Source: an optimization exercise on an open RTL-to-GDS flow (aim: small area, a short achievable clock period and few clock cycles per item). Production flows keep margins and buffers that such runs may drop.
At most, simulation tests tie the RTL to the original design; equivalence was not proved.

==> run H <==
## binary_division
module binary_division #(
    parameter   INTEGER_SIZE = 16,
                FRACT_SIZE = 16
) (
    input   wire                                            clk, rst, start_div,
    input   wire signed[INTEGER_SIZE+FRACT_SIZE-1:0]        dividend, divisor,
    output  reg  signed[INTEGER_SIZE+FRACT_SIZE-1:0]        Q_output,        
    output  reg                                             end_div
);
==> module binary_division, before the edit <==
module binary_division #(
    parameter   INTEGER_SIZE = 16,
                FRACT_SIZE = 16
) (
    input   wire                                            clk, rst, start_div,
    input   wire signed[INTEGER_SIZE+FRACT_SIZE-1:0]        dividend, divisor,
    output  reg  signed[INTEGER_SIZE+FRACT_SIZE-1:0]        Q_output,        
    output  reg                                             end_div
);
localparam NO_ITERATIONS = INTEGER_SIZE+2*FRACT_SIZE;
localparam  IDLE = 0,
            SHIFT_A = 1,
            END_OPERATION = 2;
reg  signed [NO_ITERATIONS-1:0]             Q_comb, Q_reg;
reg         [NO_ITERATIONS-1:0]             A_comb, A_reg;
reg  signed [INTEGER_SIZE+FRACT_SIZE-1:0]   M_comb, M_reg;
reg         [$clog2(NO_ITERATIONS):0]       counter, counter_seq;
reg         [1:0]                           current_state, next_state;
reg                                         sign_comb, sign_seq;
always @(posedge clk or negedge rst) begin
    if(!rst) begin
        Q_reg <= 'b0;
        M_reg <= 'b0;
        A_reg <= 'b0;
        counter_seq <= 'b0;
        current_state <= 'b0;
        sign_seq <= 1'b0;
    end
    else begin
        Q_reg <= Q_comb;
        M_reg <= M_comb;
        A_reg <= A_comb;
        counter_seq <= counter;
        current_state <= next_state;
        sign_seq <= sign_comb;
    end
end
always @(*) begin
    Q_output = 'b0;
    end_div = 'b0;
    Q_comb = 'b0;
    M_comb = 'b0;
    A_comb = 'b0;
    counter = 'b0;
    next_state = IDLE;
    sign_comb = 1'b0;
    case (current_state)
    IDLE: begin
        if(start_div) begin
            next_state = SHIFT_A;
            sign_comb = dividend[INTEGER_SIZE+FRACT_SIZE-1] ^ divisor[INTEGER_SIZE+FRACT_SIZE-1];
            if(dividend[INTEGER_SIZE+FRACT_SIZE-1]) begin
                Q_comb = (-dividend)<<FRACT_SIZE;
            end
            else begin
                Q_comb = (dividend)<<FRACT_SIZE;
            end
            if(divisor[INTEGER_SIZE+FRACT_SIZE-1]) begin
                M_comb = -divisor;
            end
            else begin
                M_comb = divisor;
            end
            A_comb = 'b0;
        end
        else begin
            next_state = IDLE;
        end
    end 
    SHIFT_A: begin
        M_comb = M_reg;
        sign_comb = sign_seq;
        if(A_reg[NO_ITERATIONS-1]) begin
            A_comb = {A_reg[NO_ITERATIONS-2:0],Q_reg[NO_ITERATIONS-1]} + M_reg;
        end
        else begin
            A_comb = {A_reg[NO_ITERATIONS-2:0],Q_reg[NO_ITERATIONS-1]} - M_reg;
        end
        if(A_comb[NO_ITERATIONS-1]) begin
            Q_comb = (Q_reg<<1);
        end
        else begin
            Q_comb = (Q_reg<<1) + 1'b1;
        end
        counter = counter_seq + 1'b1;
        if(counter == NO_ITERATIONS) begin
            next_state = END_OPERATION;
        end 
        else begin
            next_state = SHIFT_A;
        end
    end
    END_OPERATION: begin
        if(sign_seq) begin
            Q_output = -Q_reg[NO_ITERATIONS-1:0];
        end
        else begin
            Q_output = Q_reg[NO_ITERATIONS-1:0];
        end
        end_div = 1'b1;
        next_state = IDLE;
    end
    endcase
end
endmodule
Settings: LEC_CHECK=0, CAP_MARGIN=20, CORE_MARGIN=2, CORE_UTILIZATION=40, SLEW_MARGIN=20; clock period 6.0 ns.
run.sh (not shown) runs the stock make flow with config.mk's settings and CLKGATE_MAP_FILE= SYNTH_SCRIPT=/design/flow/synth_recipe.tcl, a recipe that flattens the netlist after the stock synthesis.
==> inputs of run E, as changes to run H <==
==> flow/design.v (replaced) <==
module binary_division #(
    parameter   INTEGER_SIZE = 16,
                FRACT_SIZE = 16
) (
    input   wire                                            clk, rst, start_div,
    input   wire signed[INTEGER_SIZE+FRACT_SIZE-1:0]        dividend, divisor,
    output  reg  signed[INTEGER_SIZE+FRACT_SIZE-1:0]        Q_output,
    output  reg                                             end_div
);
localparam W = INTEGER_SIZE+FRACT_SIZE;        
localparam NBITS = INTEGER_SIZE+2*FRACT_SIZE;  
localparam [2:0] IDLE = 3'd0, ABS = 3'd1, ITER = 3'd2, NEG = 3'd3, DONE = 3'd4;
reg  [2:0]   st;
reg  [5:0]   cnt;       
reg  [W-1:0] R;         
reg  [W-1:0] Q;         
reg  [W-1:0] M;         
reg          s;         
reg          nmin;      
wire         neg_en = (st == ABS) ? Q[W-1] : s;
wire [W-1:0] Qneg   = neg_en ? (~Q + 1'b1) : Q;
wire [W-1:0] mc = M ^ {W{M[W-1]}};             
reg  [W-1:0] mhi;                               
integer k;
always @(*) begin
    mhi[W-1] = mc[W-1];
    for (k = W-2; k >= 0; k = k - 1)
        mhi[k] = mhi[k+1] | mc[k];
end
wire [W-1:0] mmask = ~{1'b0, mhi[W-1:1]};       
wire mzero = ~mhi[0] & ~M[W-1];                 
wire         b    = Q[W-1] & ~cnt[5];           
wire         sub  = ~R[W-1] ^ M[W-1];
wire [W:0]   sum  = {R, b} + ({M[W-1], M} ^ {(W+1){sub}}) + sub;
wire         last = (cnt == NBITS-1);
wire         qbit = mzero ? ~(nmin & last) : ~sum[W-1];
reg  [7:0]   fed;
integer j;
always @(*)
    for (j = 0; j < 8; j = j + 1)
        fed[7-j] = Q[W-1-j] & ~cnt[5] & ({1'b0, cnt[4:0]} + j < 32);
wire [W-1:0] R8   = {R[W-9:0], fed};
wire         skip = ~R[W-1] & ~|R[W-2:W-9] & ~|(R8 & mmask) & ~mzero & (cnt <= NBITS-8);
wire [5:0]   cnt_n = cnt + (skip ? 6'd8 : 6'd1);
always @(posedge clk or negedge rst) begin
    if (!rst)
        st <= IDLE;
    else case (st)
        IDLE: if (start_div) st <= dividend[W-1] ? ABS : ITER;
        ABS:  st <= ITER;
        ITER: if (cnt_n == NBITS) st <= s ? NEG : DONE;
        NEG:  st <= DONE;
        default: st <= IDLE;
    endcase
end
always @(posedge clk) begin
    case (st)
        IDLE: begin
            Q    <= dividend;
            M    <= divisor;
            R    <= 0;
            cnt  <= 0;
            s    <= dividend[W-1] ^ divisor[W-1];
            nmin <= (dividend == {1'b1, {(W-1){1'b0}}});
        end
        ITER: begin
            cnt <= cnt_n;
            if (skip) begin
                R <= R8;
                Q <= Q << 8;
            end else begin
                R <= sum[W-1:0];
                Q <= {Q[W-2:0], qbit};
            end
        end
        default: Q <= Qneg;    
    endcase
end
always @(*) begin
    Q_output = Q;
    end_div  = (st == DONE);
end
endmodule
==> impl_results.md <==
* Status: timing/DRC/antenna clean
* Post-route cell area at between 0.01 and 0.015 sq mm
* Area of the multi-input gates at 0.00654 sq mm
* Most common cell in the netlist: nand2_1
* Sequential cells at about 140
* Comb_multi_in at a little over 1,000
* H-tree depth at 4
* Hpwl dp at 20.4 mm
* Cells after synthesis at 1,263
* Met2 wire length at 12.4 mm
* Crit path depth at 11
* Largest net degree at the start of global routing at 97
* Critical R2R Launch: M_reg[5]
* Layout area overhead at 18.0%
(the above is from run H)
==> impl_results.md <==
* Status: timing/DRC/antenna clean
* Area of the multi-input gates at 0.00465 sq mm
* Critical R2R Launch: M[31]
* Global-route wire length before repair at 37.5 mm
* Sequential cells at 107
* H-tree depth at 3
* Post-route cell area at 0.00960 sq mm
* Crit path depth at 14
* Largest net degree at the start of global routing at 54
* Layout area overhead at 18.6%
* Comb_multi_in at between 600 and 700
* Hpwl dp at around 17 mm
* Cells after synthesis at 837
* Most common cell in the netlist: edfxtp_1
* Met2 wire length at approximately 11 mm
(the above is from run E)
Testbench counts of run H, summed over its fixed seeds: cycles 79,992, items 1,600.
Testbench counts of run E, summed over its fixed seeds: cycles 45,623, items 1,600.

========
==> inputs of sierra <==
Another version of the RTL of binary_division (not shown whole).
clock: 6.0 ns
lec_check: 0
cap_margin: 20
core_margin: 2
core_utilization: 60
cts_buf_list: sky130_fd_sc_hd__clkbuf_4 sky130_fd_sc_hd__clkbuf_8
place_density: 0.75
setup_slack_margin: 3.0
slew_margin: 20
standard.sh (not shown) runs the stock make flow with config.mk's settings and CLKGATE_MAP_FILE= SYNTH_SCRIPT=/design/flow/synth_recipe.tcl, a recipe that flattens the netlist after the stock synthesis.
==> flow/flow/run.sh <==
#!/bin/bash
# The standard ORFS layout, with one change: the port buffers that
# global placement adds use the smallest buffer cell (buf_1) instead of the
# resizer's default pick. Every port still gets its own buffer.
set -euo pipefail
export BUFFER_PORTS_ARGS="-buffer_cell sky130_fd_sc_hd__buf_1"
bash standard.sh finish > standard_flow.log 2>&1
==> inputs of nickel, as changes to sierra <==
==> flow/design.v (replaced) <==
module binary_division #(
    parameter   INTEGER_SIZE = 16,
                FRACT_SIZE = 16
) (
    input   wire                                            clk, rst, start_div,
    input   wire signed[INTEGER_SIZE+FRACT_SIZE-1:0]        dividend, divisor,
    output  reg  signed[INTEGER_SIZE+FRACT_SIZE-1:0]        Q_output,
    output  reg                                             end_div
);
localparam W = INTEGER_SIZE+FRACT_SIZE;        
localparam NBITS = INTEGER_SIZE+2*FRACT_SIZE;  
localparam [2:0] IDLE = 3'd0, ABS = 3'd1, ITER = 3'd2, NEG = 3'd3, DONE = 3'd4;
reg  [2:0]   st;
reg  [5:0]   cnt;       
reg  [W-1:0] R;         
reg  [W-1:0] Q;         
reg  [W-1:0] M;         
reg          s;         
reg          nmin;      
reg          sub;       
wire         neg_en = (st == ABS) ? Q[W-1] : s;
wire [W-1:0] qor;                               
pfor #(.N(W)) u_qor (.x(Q), .y(qor));
wire [W-1:0] qlow = {qor[W-2:0], 1'b0};         
wire [W-1:0] Qneg = Q ^ (qlow & {W{neg_en}});
wire [W-1:0] mc = M ^ {W{M[W-1]}};             
wire [W-1:0] mcr, mhir, mhi;                    
genvar gi;
generate for (gi = 0; gi < W; gi = gi + 1) begin : g_rev
    assign mcr[gi] = mc[W-1-gi];
    assign mhi[gi] = mhir[W-1-gi];
end endgenerate
pfor #(.N(W)) u_mhi (.x(mcr), .y(mhir));
wire [W-1:0] mmask = ~{1'b0, mhi[W-1:1]};       
wire mzero = ~mhi[0] & ~M[W-1];                 
wire         b    = Q[W-1] & ~cnt[5];           
wire [W-1:0] sum;
padd #(.N(W), .KIND(1)) u_add (.a({R[W-2:0], b}), .b(M ^ {W{sub}}), .cin(sub), .s(sum));
wire         last = (cnt == NBITS-1);
wire         qbit = mzero ? ~(nmin & last) : ~sum[W-1];
reg  [7:0]   fed;
integer j;
always @(*)
    for (j = 0; j < 8; j = j + 1)
        fed[7-j] = Q[W-1-j] & ~cnt[5] & ({1'b0, cnt[4:0]} + j < 32);
wire [W-1:0] R8   = {R[W-9:0], fed};
wire         skip = ~R[W-1] & ~|R[W-2:W-9] & ~|(R8 & mmask) & ~mzero & (cnt <= NBITS-8);
wire [5:0]   cnt_n = cnt + (skip ? 6'd8 : 6'd1);
wire [W-1:0] R_n   = skip ? R8 : sum;
wire         fin = skip ? (cnt == NBITS-8) : last;
always @(posedge clk or negedge rst) begin
    if (!rst)
        st <= IDLE;
    else case (st)
        IDLE: if (start_div) st <= dividend[W-1] ? ABS : ITER;
        ABS:  st <= ITER;
        ITER: if (fin) st <= s ? NEG : DONE;
        NEG:  st <= DONE;
        default: st <= IDLE;
    endcase
end
always @(posedge clk) begin
    if (st == IDLE) begin
        M    <= divisor;
        s    <= dividend[W-1] ^ divisor[W-1];
        nmin <= (dividend == {1'b1, {(W-1){1'b0}}});
    end
    R   <= (st != ITER) ? {W{1'b0}} : R_n;
    sub <= (st == IDLE) ? ~divisor[W-1] : (st != ITER) ? ~M[W-1] : ~(R_n[W-1] ^ M[W-1]);
    cnt <= (st != ITER) ? 6'd0 : cnt_n;
    Q   <= (st == IDLE) ? dividend :
           (st != ITER) ? Qneg :
           skip         ? Q << 8 : {Q[W-2:0], qbit};
end
always @(*) begin
    Q_output = Q;
    end_div  = (st == DONE);
end
endmodule
module padd #(parameter N = 33, parameter KIND = 0) (
    input  wire [N-1:0] a, b,
    input  wire         cin,
    output wire [N-1:0] s
);
    reg [N-1:0] G, P, Gn, Pn;
    integer i, l, j, d;
    wire [N-1:0] p = a ^ b;
    wire [N-1:0] g = a & b;
    always @(*) begin
        G = g; P = p;
        G[0] = g[0] | (p[0] & cin);
        if (KIND == 0) begin             
            for (i = 1; i < N; i = i + 1) begin G[i] = G[i] | (P[i] & G[i-1]); P[i] = P[i] & P[i-1]; end
        end else if (KIND == 1) begin    
            for (l = 0; (1 << l) < N; l = l + 1) begin
                Gn = G; Pn = P;
                for (i = 0; i < N; i = i + 1)
                    if ((i >> l) & 1) begin
                        j = ((i >> l) << l) - 1;
                        Gn[i] = G[i] | (P[i] & G[j]); Pn[i] = P[i] & P[j];
                    end
                G = Gn; P = Pn;
            end
        end else if (KIND == 2) begin    
            for (l = 0; (1 << l) < N; l = l + 1) begin
                Gn = G; Pn = P;
                for (i = 0; i < N; i = i + 1)
                    if (i >= (1 << l)) begin
                        j = i - (1 << l);
                        Gn[i] = G[i] | (P[i] & G[j]); Pn[i] = P[i] & P[j];
                    end
                G = Gn; P = Pn;
            end
        end else begin                   
            for (l = 0; (1 << l) < N; l = l + 1)
                for (i = 0; i < N; i = i + 1)
                    if ((i % (2 << l)) == (2 << l) - 1) begin
                        G[i] = G[i] | (P[i] & G[i-(1<<l)]); P[i] = P[i] & P[i-(1<<l)];
                    end
            for (l = 5; l >= 0; l = l - 1)
                for (i = 0; i < N; i = i + 1)
                    if (i >= (3 << l) - 1 && (i % (2 << l)) == (1 << l) - 1) begin
                        G[i] = G[i] | (P[i] & G[i-(1<<l)]); P[i] = P[i] & P[i-(1<<l)];
                    end
        end
    end
    assign s = p ^ {G[N-2:0], cin};
endmodule
module pfor #(parameter N = 32) (
    input  wire [N-1:0] x,
    output reg  [N-1:0] y
);
    reg [N-1:0] t;
    integer i, l;
    always @(*) begin
        y = x;
        for (l = 0; (1 << l) < N; l = l + 1) begin
            t = y;
            for (i = 0; i < N; i = i + 1)
                if ((i >> l) & 1)
                    t[i] = y[i] | y[((i >> l) << l) - 1];
            y = t;
        end
    end
endmodule
==> flow/run.sh (new file) <==
#!/bin/bash
# synth_recipe.tcl (not shown) runs the flow's synth.tcl, then flattens the netlist and writes it again
# the make line also repeats each setting of config.mk as NAME=value (left out here)
make -C /OpenROAD-flow-scripts/flow DESIGN_CONFIG=/design/flow/config.mk WORK_HOME=/design/flow/orfs CLKGATE_MAP_FILE= SYNTH_SCRIPT=/design/flow/synth_recipe.tcl finish
==> flow/config.mk (replaced) <==
export PLATFORM = sky130hd
export DESIGN_NAME = binary_division
export DESIGN_NICKNAME = binary_division
export VERILOG_FILES = /design/flow/design.v
export SDC_FILE = /design/flow/constraint.sdc
export NUM_CORES = 4
export LEC_CHECK = 0
export CAP_MARGIN = 20
export CORE_MARGIN = 2
export CORE_UTILIZATION = 40
export SETUP_SLACK_MARGIN = 4.0
export SLEW_MARGIN = 20
removed: flow/flow/run.sh
removed: flow/standard.sh
==> inputs of indigo, as changes to sierra <==
--- a/flow/design.v
+++ b/flow/design.v
@@ -31,40 +31,29 @@
 end endgenerate
 pfor #(.N(W-1)) u_mhi (.x(mcr), .y(mhir));
 wire [W-1:0] mmask = ~{2'b00, mhi[W-2:1]};      
 wire         mzero = ~mhi[0] & ~mneg;           
 wire         b    = Q[W-1] & ~cnt[5];           
 wire [W-1:0] sum;
-reg          subn;      
-wire [W-1:0] opv = {~subn, Mc[W-2:W/2] ^ {(W/2-1){~subn}}, Mc[W/2-1:0] ^ {(W/2){sub}}};
-wire         a0   = b;
-wire         g0s  = (a0 & ~Mc[0]) | (a0 & ~mneg) | (~Mc[0] & ~mneg);
-wire         g0a  = (a0 & Mc[0]) | (a0 & mneg) | (Mc[0] & mneg);
-wire         c1   = sub ? g0s : g0a;
-wire [W-1:1] sumh;
-padd2 #(.N(W-1)) u_add (.a(R[W-2:0]), .b(opv[W-1:1]), .cin(c1), .s(sumh));
-assign sum = {sumh, a0 ^ Mc[0] ^ mneg};
+padd #(.N(W), .KIND(1)) u_add (.a({R[W-2:0], b}), .b({sub, Mc ^ {(W-1){sub}}}),
+                                   .cin(sub ^ mneg), .s(sum));
 wire         last = (cnt == NBITS-1);
 wire         qbit = mzero ? ~(nmin & last) : ~sum[W-1];
-wire         selS  = skp | (st != ITER);       
-wire         stepq = (st == ITER) & ~skp & ~mzero;
-wire         q0_other = (st == IDLE) ? dividend[0] : (st != ITER) ? Q[0] :
-                        skp ? 1'b0 : ~(nmin & last);
 localparam SK = 8;
 reg          skp;
 reg  [2*SK-1:0] fed2;                            
 integer j;
 always @(*)
     for (j = 0; j < 2*SK; j = j + 1)
-        fed2[2*SK-1-j] = Q[W-1-j];    
+        fed2[2*SK-1-j] = Q[W-1-j] & ~cnt[5] & ({1'b0, cnt[4:0]} + j < 32);
 wire [W-1:0] RS   = {R[W-1-SK:0], fed2[2*SK-1:SK]};        
 wire [W-1:0] RS2  = {R[W-1-2*SK:0], fed2};                 
 wire         ok2  = ~|R[W-1:W-2*SK] & ~|(RS2 & mmask) & (cnt <= NBITS-2*SK);
+wire [W-2:0] mc_in  = divisor[W-2:0] ^ {(W-1){divisor[W-1]}};
 wire         top0   = dividend[W-1] ? &dividend[W-1:W-1-SK] : ~|dividend[W-1:W-SK];
-wire         mbig   = divisor[W-1] ? ~&divisor[W-2:SK] : |divisor[W-2:SK];
-wire         ok_in  = (top0 | mbig) & (|divisor);
+wire         ok_in  = (top0 | (|mc_in[W-2:SK])) & (|divisor);
 wire [5:0]   cnt_n = skp ? cnt + SK : cnt + 1'b1;
 wire [W-1:0] R_n   = skp ? RS : sum;
 wire         fin   = skp ? (cnt == NBITS-SK) : last;
 always @(posedge clk or negedge rst) begin
     if (!rst)
         st <= IDLE;
@@ -81,71 +70,23 @@
         Mc   <= divisor[W-2:0] ^ {(W-1){divisor[W-1]}};
         mneg <= divisor[W-1];
         s    <= dividend[W-1] ^ divisor[W-1];
         nmin <= (dividend == {1'b1, {(W-1){1'b0}}});
     end
     R   <= (skp | (st != ITER)) ? (RS & {W{st == ITER}}) : sum;
-    sub <= selS | ~sum[W-1];
-    subn <= (st != ITER) ? 1'b0 : R_n[W-1];
+    sub <= (st != ITER) ? 1'b1 : ~R_n[W-1];
     cnt <= (st != ITER) ? 6'd0 : cnt_n;
     skp <= (st == IDLE) ? ok_in : (st == ITER) ? skp & ok2 : skp;
-    Q[W-1:1] <= (st == IDLE) ? dividend[W-1:1] :
-                (st != ITER) ? Qneg[W-1:1] :
-                skp          ? {Q[W-1-SK:0], {(SK-1){1'b0}}} : Q[W-2:0];
-    Q[0]     <= stepq ? ~sum[W-1] : q0_other;
+    Q   <= (st == IDLE) ? dividend :
+           (st != ITER) ? Qneg :
+           skp          ? Q << SK : {Q[W-2:0], qbit};
 end
 always @(*) begin
     Q_output = Q;
     end_div  = (st == DONE);
 end
-endmodule
-module padd3 #(parameter N = 32) (
-    input  wire [N-1:0] p, g,
-    input  wire         cin,
-    output wire [N-1:0] s
-);
-    reg [N-1:0] G, P, Gn, Pn;
-    integer i, l, j;
-    always @(*) begin
-        G = g; P = p;
-        for (l = 0; (1 << l) < N; l = l + 1) begin
-            Gn = G; Pn = P;
-            for (i = 0; i < N; i = i + 1)
-                if ((i >> l) & 1) begin
-                    j = ((i >> l) << l) - 1;
-                    Gn[i] = G[i] | (P[i] & G[j]); Pn[i] = P[i] & P[j];
-                end
-            G = Gn; P = Pn;
-        end
-    end
-    wire [N-1:0] c = {G[N-2:0] | (P[N-2:0] & {(N-1){cin}}), cin};
-    assign s = p ^ c;
-endmodule
-module padd2 #(parameter N = 32) (
-    input  wire [N-1:0] a, b,
-    input  wire         cin,
-    output wire [N-1:0] s
-);
-    reg [N-1:0] G, P, Gn, Pn;
-    integer i, l, j;
-    wire [N-1:0] p = a ^ b;
-    wire [N-1:0] g = a & b;
-    always @(*) begin
-        G = g; P = p;
-        for (l = 0; (1 << l) < N; l = l + 1) begin
-            Gn = G; Pn = P;
-            for (i = 0; i < N; i = i + 1)
-                if ((i >> l) & 1) begin
-                    j = ((i >> l) << l) - 1;
-                    Gn[i] = G[i] | (P[i] & G[j]); Pn[i] = P[i] & P[j];
-                end
-            G = Gn; P = Pn;
-        end
-    end
-    wire [N-1:0] c = {G[N-2:0] | (P[N-2:0] & {(N-1){cin}}), cin};
-    assign s = p ^ c;
 endmodule
 module padd #(parameter N = 33, parameter KIND = 0) (
     input  wire [N-1:0] a, b,
     input  wire         cin,
     output wire [N-1:0] s
 );
==> flow/config.mk (replaced) <==
export PLATFORM = sky130hd
export DESIGN_NAME = binary_division
export DESIGN_NICKNAME = binary_division
export VERILOG_FILES = /design/flow/design.v
export SDC_FILE = /design/flow/constraint.sdc
export NUM_CORES = 4
export LEC_CHECK = 0
export CAP_MARGIN = 20
export CORE_MARGIN = 2
export CORE_UTILIZATION = 70
export SETUP_SLACK_MARGIN = 3.0
export SLEW_MARGIN = 20
==> comparison table <==
| quantity | sierra | indigo | nickel |
|---|---|---|---|
| Launch point of the worst path | Q[31] | sub | M[31] |
| Num tapcells | 147 | 136 | 229 |
| Result of the run | complete, no violations | complete, no violations | complete, no violations |
| Area of the core | 11900 sq um | 10400 sq um | 18100 sq um |
| Sinks on the clock net | 110 | 109 | 108 |
| Setup repair after global routing missed its margin | no | yes | yes |
| Number of standard cells in the layout, taps in and fillers out | 1059 | 1134 | 1315 |
| Relative area of clock buffers and inverters in the final design | 0.0257 | 0.0202 | 0.0244 |
| Number of DRC violations after detailed-routing iteration 0 | 598 | 1243 | 791 |
| Multiplexer share of the synthesized area | 0.0419 | 0.0386 | 0.0635 |
| Post-Synthesis Net Count | 921 | 1000 | 947 |
| Multi-input gate area in the final layout | 4460 sq um | 4950 sq um | 5520 sq um |
| Length of routed met2 wiring | 9.38 mm | 10.7 mm | 13.2 mm |
| Setup crit end | Q[0] | Q[0] | R[23] |
| Detailed-routed wire length on met3 | 1.42 mm | 2.79 mm | 1.76 mm |
| Sequential cell count of the final layout | 110 | 109 | 108 |
| Critical R2R Launch | Q[31] | sub | M[31] |
| Number of optimization iterations in the first detailed-route pass | 7 | 6 | 7 |
Testbench counts of sierra, summed over its fixed seeds: cycles 46,113, items 1,600.
Testbench counts of indigo, summed over its fixed seeds: cycles 46,113, items 1,600.
No functional check of the RTL was part of nickel.

-- what the ideal ports hide --
In the flow no input, the clock included, has a driving cell. The finished layouts below were timed again as built, in two steps.
Step 1: set_driving_cell puts a clkbuf_16 on clk and a buf_2 on each other input, an assumption about the parent block.
Step 2 adds t to the input delays and takes it off the output delays; t is the mean of the earliest and latest rising clock arrival at the registers after step 1. Input paths then give back, and output paths get back, about the clock's delay inside the block.
a / b / c = ideal ports / drivers / drivers and shift; a / b = the first two.
| run | t, ns | slack for setup (ns) | worst data-port slew with drivers (ns) | pins driven straight from the clock port |
|---|---|---|---|---|
| run H | 0.471 | 0.683 / 0.636 / 1.102 | 0.07 | 1 |
| run E | 0.405 | 1.254 / 1.254 / 1.254 | 0.04 | 1 |
| sierra | 0.434 | 3.034 / 3.034 / 2.756 | 0.04 | 1 |
| nickel | 0.410 | 2.967 / 2.967 / 2.967 | 0.04 | 1 |
| indigo | 0.437 | 2.869 / 2.869 / 2.629 | 0.05 | 1 |
After both steps every run listed still meets setup and hold. For sierra, which loses most, drivers alone change the setup slack by 0.000 ns; drivers and shift together by -0.278 ns.
